Context: an optimization exercise on an open-source flow, tuned for small area, a short achievable clock period and few clock cycles. The choices shown serve that exercise and are no tape-out recipe. The RTL was checked by simulation tests, not by an equivalence proof against the original design. The clock input has no modelled driver; a real chip could not lean on it and would need a root buffer or a full tree. Power is estimated from default activity; no workload was simulated.

willow:
==> flow/design.v <==
module stream_sorter_oets #(
    parameter SYMBOLS = 16,
    parameter FREQ_WIDTH = 16,
    parameter SYMBOL_WIDTH = 5
)(
    input wire clk,
    input wire reset,
    input wire [SYMBOL_WIDTH-1:0] symbol_in,
    input wire valid_in,
    output wire ready_in,
    output wire [SYMBOLS*FREQ_WIDTH-1:0] sorted_frequencies_flat,
    output wire [SYMBOLS*SYMBOL_WIDTH-1:0] sorted_symbol_flat,
    output reg sorted_done
);
    localparam N = 16;
    localparam W = FREQ_WIDTH;
    reg [W-1:0] cnt [0:N-1];
    reg [3:0]   tag [0:N-1];
    reg         val_r;         
    reg [4:0]   sym_r;
    reg [3:0]   ph;            
    reg [4:0]   nph;           
    reg         any_in;        
    reg [4:0]   idle_cnt;      
    assign ready_in = 1'b1;
    wire sorted = nph[4] & (ph == 4'd0);
    wire sort = ~val_r & ~sorted;       
    wire hit = val_r & ~sym_r[4];
    function gt16;
        input [W-1:0] a;
        input [W-1:0] b;
        reg [W-1:0] g, e;
        integer i, span;
        begin
            g = a & ~b;
            e = ~(a ^ b);
            for (span = 1; span < W; span = span * 2)
                for (i = 0; i < W; i = i + 2 * span) begin
                    g[i] = g[i + span] | (e[i + span] & g[i]);
                    e[i] = e[i + span] & e[i];
                end
            gt16 = g[0];
        end
    endfunction
    function [W-1:0] incr;
        input [W-1:0] a;
        input en;
        reg c;
        integer b;
        begin
            c = en;
            for (b = 0; b < W; b = b + 1) begin
                if (b % 4 == 0)
                    c = en & (&(a | ~((1 << b) - 1)));
                incr[b] = a[b] ^ c;
                c = c & a[b];
            end
        end
    endfunction
    reg [N/2-1:0] sw;          
    reg [N-1:0]   match;
    reg [N-1:0]   s_keep, s_l1, s_l2;
    reg [W-1:0]   cnt_d [0:N-1];
    reg [3:0]     tag_d [0:N-1];
    reg [W-1:0]   own;
    integer p, k;
    always @* begin
        for (k = 0; k < N/2; k = k + 1)
            sw[k] = gt16(cnt[2*k], cnt[2*k+1]) & ~(ph[0] && ph[3:1] == k);
        for (p = 0; p < N; p = p + 1)
            match[p] = hit & (tag[p] == sym_r[3:0]);
        for (k = 0; k < N/2; k = k + 1) begin
            s_keep[2*k+1] = ~reset & ~(sort & ~sw[k]);
            s_l1[2*k+1]   = ~reset & sort & ~sw[k];
            s_l2[2*k+1]   = 1'b0;
            s_keep[(2*k+2)%N] = ~reset & ~sort;
            s_l1[(2*k+2)%N]   = ~reset & sort & ~sw[k];
            s_l2[(2*k+2)%N]   = ~reset & sort & sw[k];
        end
        for (p = 0; p < N; p = p + 1) begin
            own = incr(cnt[p], match[p]);
            cnt_d[p] = ({W{s_keep[p]}} & own)
                     | ({W{s_l1[p]}} & cnt[(p + N - 1) % N])
                     | ({W{s_l2[p]}} & cnt[(p + N - 2) % N]);
            tag_d[p] = ({4{s_keep[p]}} & tag[p])
                     | ({4{s_l1[p]}} & tag[(p + N - 1) % N])
                     | ({4{s_l2[p]}} & tag[(p + N - 2) % N])
                     | ({4{reset}} & p);
        end
    end
    always @(posedge clk) begin
        for (p = 0; p < N; p = p + 1) begin
            cnt[p] <= cnt_d[p];
            tag[p] <= tag_d[p];
        end
        sym_r <= symbol_in;
    end
    always @(posedge clk or posedge reset) begin
        if (reset) begin
            val_r <= 1'b0;
            ph <= 4'd0;
            nph <= 5'd16;
            any_in <= 1'b0;
            idle_cnt <= 5'd0;
            sorted_done <= 1'b0;
        end else begin
            val_r <= valid_in;
            if (sort)
                ph <= ph + 4'd1;
            if (hit)
                nph <= 5'd0;
            else if (sort && !nph[4])
                nph <= nph + 5'd1;
            if (valid_in) begin
                any_in <= 1'b1;
                idle_cnt <= 5'd0;
            end else if (idle_cnt != 5'd31) begin
                idle_cnt <= idle_cnt + 5'd1;
            end
            if (!valid_in && any_in && idle_cnt >= 5'd19 && sorted)
                sorted_done <= 1'b1;
        end
    end
    genvar q;
    generate
        for (q = 0; q < N; q = q + 1) begin : g_out
            assign sorted_frequencies_flat[q*W +: W] = cnt[q];
            assign sorted_symbol_flat[q*SYMBOL_WIDTH +: SYMBOL_WIDTH] = {1'b0, tag[q]};
        end
    endgenerate
endmodule
module frequency_generation_stage #(
    parameter SYMBOL_WIDTH = 5,     
    parameter FREQ_WIDTH = 16,      
    parameter NUM_CELLS = 16        
) (
    input  wire clk,
    input  wire reset,
    input  wire [SYMBOL_WIDTH-1:0] symbol_in,   
    input  wire valid_in,                       
    output wire ready_in,                       
    output wire [NUM_CELLS*FREQ_WIDTH-1:0] sorted_frequencies,   
    output wire [NUM_CELLS*SYMBOL_WIDTH-1:0] sorted_symbols,     
    output wire sorted_done                     
);
    stream_sorter_oets #(
        .SYMBOLS(NUM_CELLS),
        .FREQ_WIDTH(FREQ_WIDTH),
        .SYMBOL_WIDTH(SYMBOL_WIDTH)
    ) sorter_inst (
        .clk(clk),
        .reset(reset),
        .symbol_in(symbol_in),
        .valid_in(valid_in),
        .ready_in(ready_in),
        .sorted_frequencies_flat(sorted_frequencies),
        .sorted_symbol_flat(sorted_symbols),
        .sorted_done(sorted_done)
    );
endmodule
clock: 8.5 ns
lec_check: 0
cap_margin: 20
core_margin: 2
core_utilization: 40
place_density: 0.6
slew_margin: 20
standard.sh (not shown) runs the stock make flow with config.mk's settings and CLKGATE_MAP_FILE= SYNTH_SCRIPT=/design/flow/synth_recipe.tcl, a recipe that flattens the netlist after the stock synthesis.
==> flow/flow/run.sh <==
#!/bin/bash
# The standard layout (the standard.sh, unchanged synthesis), with:
#  - port buffers of a plain buffer cell (buf_2) instead of the delay buffer
#    buffer_ports picks by default;
#  - a two-level clock tree built by flow/cts_tree.tcl (run as the PRE_CTS
#    hook of the standard CTS step) in place of clock_tree_synthesis;
#  - timing repair aimed at a tighter setup margin, so that the layout is
#    optimised towards a shorter achieved period (the SDC is unchanged).
set -euo pipefail
bash standard.sh \
  "BUFFER_PORTS_ARGS=-buffer_cell sky130_fd_sc_hd__buf_2" \
  "PRE_CTS_TCL=$PWD/flow/cts_tree.tcl" \
  SETUP_SLACK_MARGIN=5.7 \
  finish > standard_flow.log 2>&1
Other scripts of this flow, unchanged in this note and not shown: flow/flow/cts_tree.tcl
Testbench counts of willow, summed over its fixed seeds: cycles 29,972.
### willow -> yarrow
--- a/flow/design.v
+++ b/flow/design.v
@@ -27,35 +27,4 @@
     wire sort = ~val_r & ~sorted;       
     wire hit = val_r & ~sym_r[4];
-    function gt16;
-        input [W-1:0] a;
-        input [W-1:0] b;
-        reg [W-1:0] g, e;
-        integer i, span;
-        begin
-            g = a & ~b;
-            e = ~(a ^ b);
-            for (span = 1; span < W; span = span * 2)
-                for (i = 0; i < W; i = i + 2 * span) begin
-                    g[i] = g[i + span] | (e[i + span] & g[i]);
-                    e[i] = e[i + span] & e[i];
-                end
-            gt16 = g[0];
-        end
-    endfunction
-    function [W-1:0] incr;
-        input [W-1:0] a;
-        input en;
-        reg c;
-        integer b;
-        begin
-            c = en;
-            for (b = 0; b < W; b = b + 1) begin
-                if (b % 4 == 0)
-                    c = en & (&(a | ~((1 << b) - 1)));
-                incr[b] = a[b] ^ c;
-                c = c & a[b];
-            end
-        end
-    endfunction
     reg [N/2-1:0] sw;          
     reg [N-1:0]   match;
@@ -67,5 +36,5 @@
     always @* begin
         for (k = 0; k < N/2; k = k + 1)
-            sw[k] = gt16(cnt[2*k], cnt[2*k+1]) & ~(ph[0] && ph[3:1] == k);
+            sw[k] = (cnt[2*k] > cnt[2*k+1]) & ~(ph[0] && ph[3:1] == k);
         for (p = 0; p < N; p = p + 1)
             match[p] = hit & (tag[p] == sym_r[3:0]);
@@ -79,5 +48,7 @@
         end
         for (p = 0; p < N; p = p + 1) begin
-            own = incr(cnt[p], match[p]);
+            own = cnt[p];
+            if (match[p])
+                own = cnt[p] + 1'b1;
             cnt_d[p] = ({W{s_keep[p]}} & own)
                      | ({W{s_l1[p]}} & cnt[(p + N - 1) % N])
--- outcome ---
- Relative to willow, footprint of the multi-input gates has gone up in yarrow.
- yarrow vs. willow: power after layout went up by about 60%.
- Going from willow to yarrow, post-route worst setup slack about even; part of the power in combinational logic rose 15 points; share of layout cells above drive strength 1 rose 5.4 points.
Testbench counts of yarrow, summed over its fixed seeds: cycles 29,972.
No run of this note takes its clock network from TritonCTS; it comes from the design's own scripts or RTL.

* * *

== v6 ==
frequency_generation_stage, a different RTL version from the one above (not shown whole).
For scale: about 2500 cells after synthesis, roughly 360 flip-flops, about 350 I/O pins, roughly 21000 µm² of cells after synthesis.
==> module stream_sorter_oets, before the edit <==
module stream_sorter_oets #(
    parameter SYMBOLS = 16,
    parameter FREQ_WIDTH = 16,
    parameter SYMBOL_WIDTH = 5
)(
    input wire clk,
    input wire reset,
    input wire [SYMBOL_WIDTH-1:0] symbol_in,
    input wire valid_in,
    output wire ready_in,
    output wire [SYMBOLS*FREQ_WIDTH-1:0] sorted_frequencies_flat,
    output wire [SYMBOLS*SYMBOL_WIDTH-1:0] sorted_symbol_flat,
    output reg sorted_done
);
    localparam N = 16;
    localparam W = FREQ_WIDTH;
    reg [W-1:0] cnt [0:N-1];
    reg [3:0]   tag [0:N-1];
    reg         val_r;         
    reg [4:0]   sym_r;
    reg [3:0]   ph;            
    reg [4:0]   nph;           
    reg         any_in;        
    reg [4:0]   idle_cnt;      
    reg [N-1:0] pend;          
    assign ready_in = 1'b1;
    wire sorted = nph[4] & (ph == 4'd0);
    wire sort = ~val_r & ~(|pend) & ~sorted;   
    wire hit = val_r & ~sym_r[4];
    function gt16;
        input [W-1:0] a;
        input [W-1:0] b;
        reg [W-1:0] g, e;
        integer i, span;
        begin
            g = a & ~b;
            e = ~(a ^ b);
            for (span = 1; span < W; span = span * 2)
                for (i = 0; i < W; i = i + 2 * span) begin
                    g[i] = g[i + span] | (e[i + span] & g[i]);
                    e[i] = e[i + span] & e[i];
                end
            gt16 = g[0];
        end
    endfunction
    reg [N/2-1:0] sw;          
    reg [N-1:0]   match;
    reg [N-1:0]   s_keep, s_l1, s_l2, s_hinc;
    reg [W-1:0]   cnt_d [0:N-1];
    reg [3:0]     tag_d [0:N-1];
    reg [W-1:0]   own;
    reg [N-1:0]   wrap;        
    reg [W-5:0]   hi_sel;      
    reg [W-5:0]   hi_inc;
    integer p, k;
    always @* begin
        for (k = 0; k < N/2; k = k + 1)
            sw[k] = gt16(cnt[2*k], cnt[2*k+1]) & ~(ph[0] && ph[3:1] == k);
        for (p = 0; p < N; p = p + 1) begin
            match[p] = hit & (tag[p] == sym_r[3:0]);
            wrap[p] = match[p] & (&cnt[p][3:0]);
        end
        hi_sel = {(W-4){1'b0}};
        for (p = 0; p < N; p = p + 1)
            hi_sel = hi_sel | ({(W-4){pend[p]}} & cnt[p][W-1:4]);
        hi_inc = hi_sel + 1'b1;
        for (k = 0; k < N/2; k = k + 1) begin
            s_keep[2*k+1] = ~reset & ~(sort & ~sw[k]);
            s_l1[2*k+1]   = ~reset & sort & ~sw[k];
            s_l2[2*k+1]   = 1'b0;
            s_keep[(2*k+2)%N] = ~reset & ~sort;
            s_l1[(2*k+2)%N]   = ~reset & sort & ~sw[k];
            s_l2[(2*k+2)%N]   = ~reset & sort & sw[k];
        end
        for (p = 0; p < N; p = p + 1) begin
            s_hinc[p] = ~reset & pend[p];
            own = cnt[p];
            if (match[p])
                own[3:0] = cnt[p][3:0] + 1'b1;
            if (pend[p])
                own[W-1:4] = hi_inc;
            cnt_d[p] = ({W{s_keep[p]}} & own)
                     | ({W{s_l1[p]}} & cnt[(p + N - 1) % N])
                     | ({W{s_l2[p]}} & cnt[(p + N - 2) % N]);
            tag_d[p] = ({4{s_keep[p]}} & tag[p])
                     | ({4{s_l1[p]}} & tag[(p + N - 1) % N])
                     | ({4{s_l2[p]}} & tag[(p + N - 2) % N])
                     | ({4{reset}} & p);
        end
    end
    always @(posedge clk) begin
        for (p = 0; p < N; p = p + 1) begin
            cnt[p] <= cnt_d[p];
            tag[p] <= tag_d[p];
        end
        sym_r <= symbol_in;
        pend <= {N{~reset}} & wrap;
    end
    always @(posedge clk or posedge reset) begin
        if (reset) begin
            val_r <= 1'b0;
            ph <= 4'd0;
            nph <= 5'd16;
            any_in <= 1'b0;
            idle_cnt <= 5'd0;
            sorted_done <= 1'b0;
        end else begin
            val_r <= valid_in;
            if (sort)
                ph <= ph + 4'd1;
            if (hit)
                nph <= 5'd0;
            else if (sort && !nph[4])
                nph <= nph + 5'd1;
            if (valid_in) begin
                any_in <= 1'b1;
                idle_cnt <= 5'd0;
            end else if (idle_cnt != 5'd31) begin
                idle_cnt <= idle_cnt + 5'd1;
            end
            if (!valid_in && any_in && idle_cnt >= 5'd19 && sorted)
                sorted_done <= 1'b1;
        end
    end
    genvar q;
    generate
        for (q = 0; q < N; q = q + 1) begin : g_out
            assign sorted_frequencies_flat[q*W +: W] = cnt[q];
            assign sorted_symbol_flat[q*SYMBOL_WIDTH +: SYMBOL_WIDTH] = {1'b0, tag[q]};
        end
    endgenerate
endmodule
==> flow/config.mk <==
export PLATFORM = sky130hd
export DESIGN_NAME = frequency_generation_stage
export DESIGN_NICKNAME = frequency_generation_stage
export VERILOG_FILES = /design/flow/design.v
export SDC_FILE = /design/flow/constraint.sdc
export NUM_CORES = 4
export LEC_CHECK = 0
export CAP_MARGIN = 20
export CORE_MARGIN = 2
export CORE_UTILIZATION = 40
export PLACE_DENSITY = 0.6
export SLEW_MARGIN = 20
==> flow/constraint.sdc <==
create_clock -name core_clock -period 8.5 [get_ports {clk}]
set_input_delay 1.7000 -clock core_clock [delete_from_list [all_inputs] [get_ports {clk}]]
set_output_delay 1.7000 -clock core_clock [all_outputs]
set_load 0.01 [all_outputs]
==> flow/flow/cts_tree.tcl <==
set tree_block [ord::get_db_block]
set tree_db [ord::get_db]
set tree_buf [$tree_db findMaster sky130_fd_sc_hd__clkbuf_16]
set tree_clk [$tree_block findNet clk]

set tree_sinks {}
foreach it [$tree_clk getITerms] {
  set inst [$it getInst]
  set loc [$inst getLocation]
  lappend tree_sinks [list $it [lindex $loc 0] [lindex $loc 1]]
}
puts "cts_tree: [llength $tree_sinks] clock sinks"

proc tree_split { items n idx } {
  set items [lsort -integer -index $idx $items]
  set total [llength $items]
  set out {}
  for { set g 0 } { $g < $n } { incr g } {
    set lo [expr { ($g * $total) / $n }]
    set hi [expr { (($g + 1) * $total) / $n - 1 }]
    lappend out [lrange $items $lo $hi]
  }
  return $out
}

proc tree_center { items } {
  set sx 0
  set sy 0
  foreach s $items {
    set sx [expr { $sx + [lindex $s 1] }]
    set sy [expr { $sy + [lindex $s 2] }]
  }
  set n [llength $items]
  return [list [expr { $sx / $n }] [expr { $sy / $n }]]
}

set li 0
set si 0
foreach strip [tree_split $tree_sinks 4 1] {
  set l1 [odb::dbInst_create $tree_block $tree_buf "cts_l1_$si"]
  set l1net [odb::dbNet_create $tree_block "cts_l1net_$si"]
  $l1net setSigType CLOCK
  [$l1 findITerm A] connect $tree_clk
  [$l1 findITerm X] connect $l1net
  set xs {}
  set ys {}
  foreach grp [tree_split $strip 4 2] {
    set leaf [odb::dbInst_create $tree_block $tree_buf "cts_leaf_$li"]
    set lnet [odb::dbNet_create $tree_block "cts_leafnet_$li"]
    $lnet setSigType CLOCK
    [$leaf findITerm A] connect $l1net
    [$leaf findITerm X] connect $lnet
    foreach s $grp {
      set it [lindex $s 0]
      $it disconnect
      $it connect $lnet
    }
    set c [tree_center $grp]
    $leaf setLocation [lindex $c 0] [lindex $c 1]
    $leaf setPlacementStatus PLACED
    lappend xs [lindex $c 0]
    lappend ys [lindex $c 1]
    incr li
  }
  set cx 0
  set cy 0
  foreach x $xs y $ys {
    set cx [expr { $cx + $x }]
    set cy [expr { $cy + $y }]
  }
  $l1 setLocation [expr { $cx / [llength $xs] }] [expr { $cy / [llength $ys] }]
  $l1 setPlacementStatus PLACED
  incr si
}
puts "cts_tree: $si first-level and $li leaf buffers"

# The tree is built: clock_tree_synthesis only has to mark the clock
# propagated.
rename clock_tree_synthesis cts_tree_unused
proc clock_tree_synthesis { args } {
  set_propagated_clock [all_clocks]
}
Scripts as last shown in full above: flow/flow/run.sh
Testbench counts of v6, summed over its fixed seeds: cycles 29,972.
Here is what was changed in the inputs of v7 compared with v6.
--- a/flow/design.v
+++ b/flow/design.v
@@ -20,14 +20,13 @@
     reg [4:0]   sym_r;
     reg [3:0]   ph;            
     reg [4:0]   nph;           
     reg         any_in;        
     reg [4:0]   idle_cnt;      
-    reg [N-1:0] pend;          
     assign ready_in = 1'b1;
     wire sorted = nph[4] & (ph == 4'd0);
-    wire sort = ~val_r & ~(|pend) & ~sorted;   
+    wire sort = ~val_r & ~sorted;       
     wire hit = val_r & ~sym_r[4];
     function gt16;
         input [W-1:0] a;
         input [W-1:0] b;
         reg [W-1:0] g, e;
@@ -43,44 +42,32 @@
             gt16 = g[0];
         end
     endfunction
     reg [N/2-1:0] sw;          
     reg [N-1:0]   match;
-    reg [N-1:0]   s_keep, s_l1, s_l2, s_hinc;
+    reg [N-1:0]   s_keep, s_l1, s_l2;
     reg [W-1:0]   cnt_d [0:N-1];
     reg [3:0]     tag_d [0:N-1];
     reg [W-1:0]   own;
-    reg [N-1:0]   wrap;        
-    reg [W-5:0]   hi_sel;      
-    reg [W-5:0]   hi_inc;
     integer p, k;
     always @* begin
         for (k = 0; k < N/2; k = k + 1)
             sw[k] = gt16(cnt[2*k], cnt[2*k+1]) & ~(ph[0] && ph[3:1] == k);
-        for (p = 0; p < N; p = p + 1) begin
+        for (p = 0; p < N; p = p + 1)
             match[p] = hit & (tag[p] == sym_r[3:0]);
-            wrap[p] = match[p] & (&cnt[p][3:0]);
-        end
-        hi_sel = {(W-4){1'b0}};
-        for (p = 0; p < N; p = p + 1)
-            hi_sel = hi_sel | ({(W-4){pend[p]}} & cnt[p][W-1:4]);
-        hi_inc = hi_sel + 1'b1;
         for (k = 0; k < N/2; k = k + 1) begin
             s_keep[2*k+1] = ~reset & ~(sort & ~sw[k]);
             s_l1[2*k+1]   = ~reset & sort & ~sw[k];
             s_l2[2*k+1]   = 1'b0;
             s_keep[(2*k+2)%N] = ~reset & ~sort;
             s_l1[(2*k+2)%N]   = ~reset & sort & ~sw[k];
             s_l2[(2*k+2)%N]   = ~reset & sort & sw[k];
         end
         for (p = 0; p < N; p = p + 1) begin
-            s_hinc[p] = ~reset & pend[p];
             own = cnt[p];
             if (match[p])
-                own[3:0] = cnt[p][3:0] + 1'b1;
-            if (pend[p])
-                own[W-1:4] = hi_inc;
+                own = cnt[p] + 1'b1;
             cnt_d[p] = ({W{s_keep[p]}} & own)
                      | ({W{s_l1[p]}} & cnt[(p + N - 1) % N])
                      | ({W{s_l2[p]}} & cnt[(p + N - 2) % N]);
             tag_d[p] = ({4{s_keep[p]}} & tag[p])
                      | ({4{s_l1[p]}} & tag[(p + N - 1) % N])
@@ -92,11 +79,10 @@
         for (p = 0; p < N; p = p + 1) begin
             cnt[p] <= cnt_d[p];
             tag[p] <= tag_d[p];
         end
         sym_r <= symbol_in;
-        pend <= {N{~reset}} & wrap;
     end
     always @(posedge clk or posedge reset) begin
         if (reset) begin
             val_r <= 1'b0;
             ph <= 4'd0;
Findings:
- Compared with v6, v7 shows synthesized cell count that has gone up by a few percent.
- In the metrics for v7 and v6, the one carrying the lower worst hold-check slack is v6.
- Global routing usage on met3, v7 and v6, lower one = v7.
- The worst slack at placement number comes out higher for v7 vs v6.
- Between v7 and v6, the difference in worst stage delay on the critical path is negligible.
- v7 ends up with a flip-flop and latch count after synthesis that is 16 lower than in v6.
- From v6 to v7 the numbers moved as follows: clock power share moved down; ratio of final minimum period to clock period fell by 3.4 points; critical path depth went down by 11; flip-flop and latch count lower.
- Relative to v6, global-route wire length before repair decreased by 17% in v7.
- Measured against each other, v7 and v6 differ in clock-net power, the higher figure coming from v6.
Testbench counts of v7, summed over its fixed seeds: cycles 29,972.
In every run of this note, the design's own scripts or RTL, not TritonCTS, make the clock network.

[what the ideal ports hide]
No port has a modelled driver above. Below, the same layouts with a new extraction and two added sets of constraints. Step 1, drivers: a clkbuf_16 drives clk and a buf_2 each remaining input, both assumed. Step 2 times the ports against the registers' clock, not the clock port: input delays grow and output delays shrink by t, the midpoint of the rising clock arrivals with the driver on. Slacks: ideal / step 1 / step 2; pairs: ideal / step 1.
run | shift t [ns] | setup slack, ns | worst register clock-pin slew, ns | pins driven straight from the clock port
willow | 0.435 | 5.704 / 5.597 / 5.493 | 0.10 / 0.10 | 4
yarrow | 0.431 | 5.703 / 5.600 / 5.404 | 0.10 / 0.10 | 4
v6 | 0.445 | 5.403 / 5.402 / 5.162 | 0.10 / 0.10 | 4
v7 | 0.438 | 5.693 / 5.561 / 5.123 | 0.10 / 0.10 | 4
After both steps setup and hold are still met in every run listed. The setup slack of v7, which loses most, moves by -0.132 ns with the drivers and by -0.570 ns with both steps.
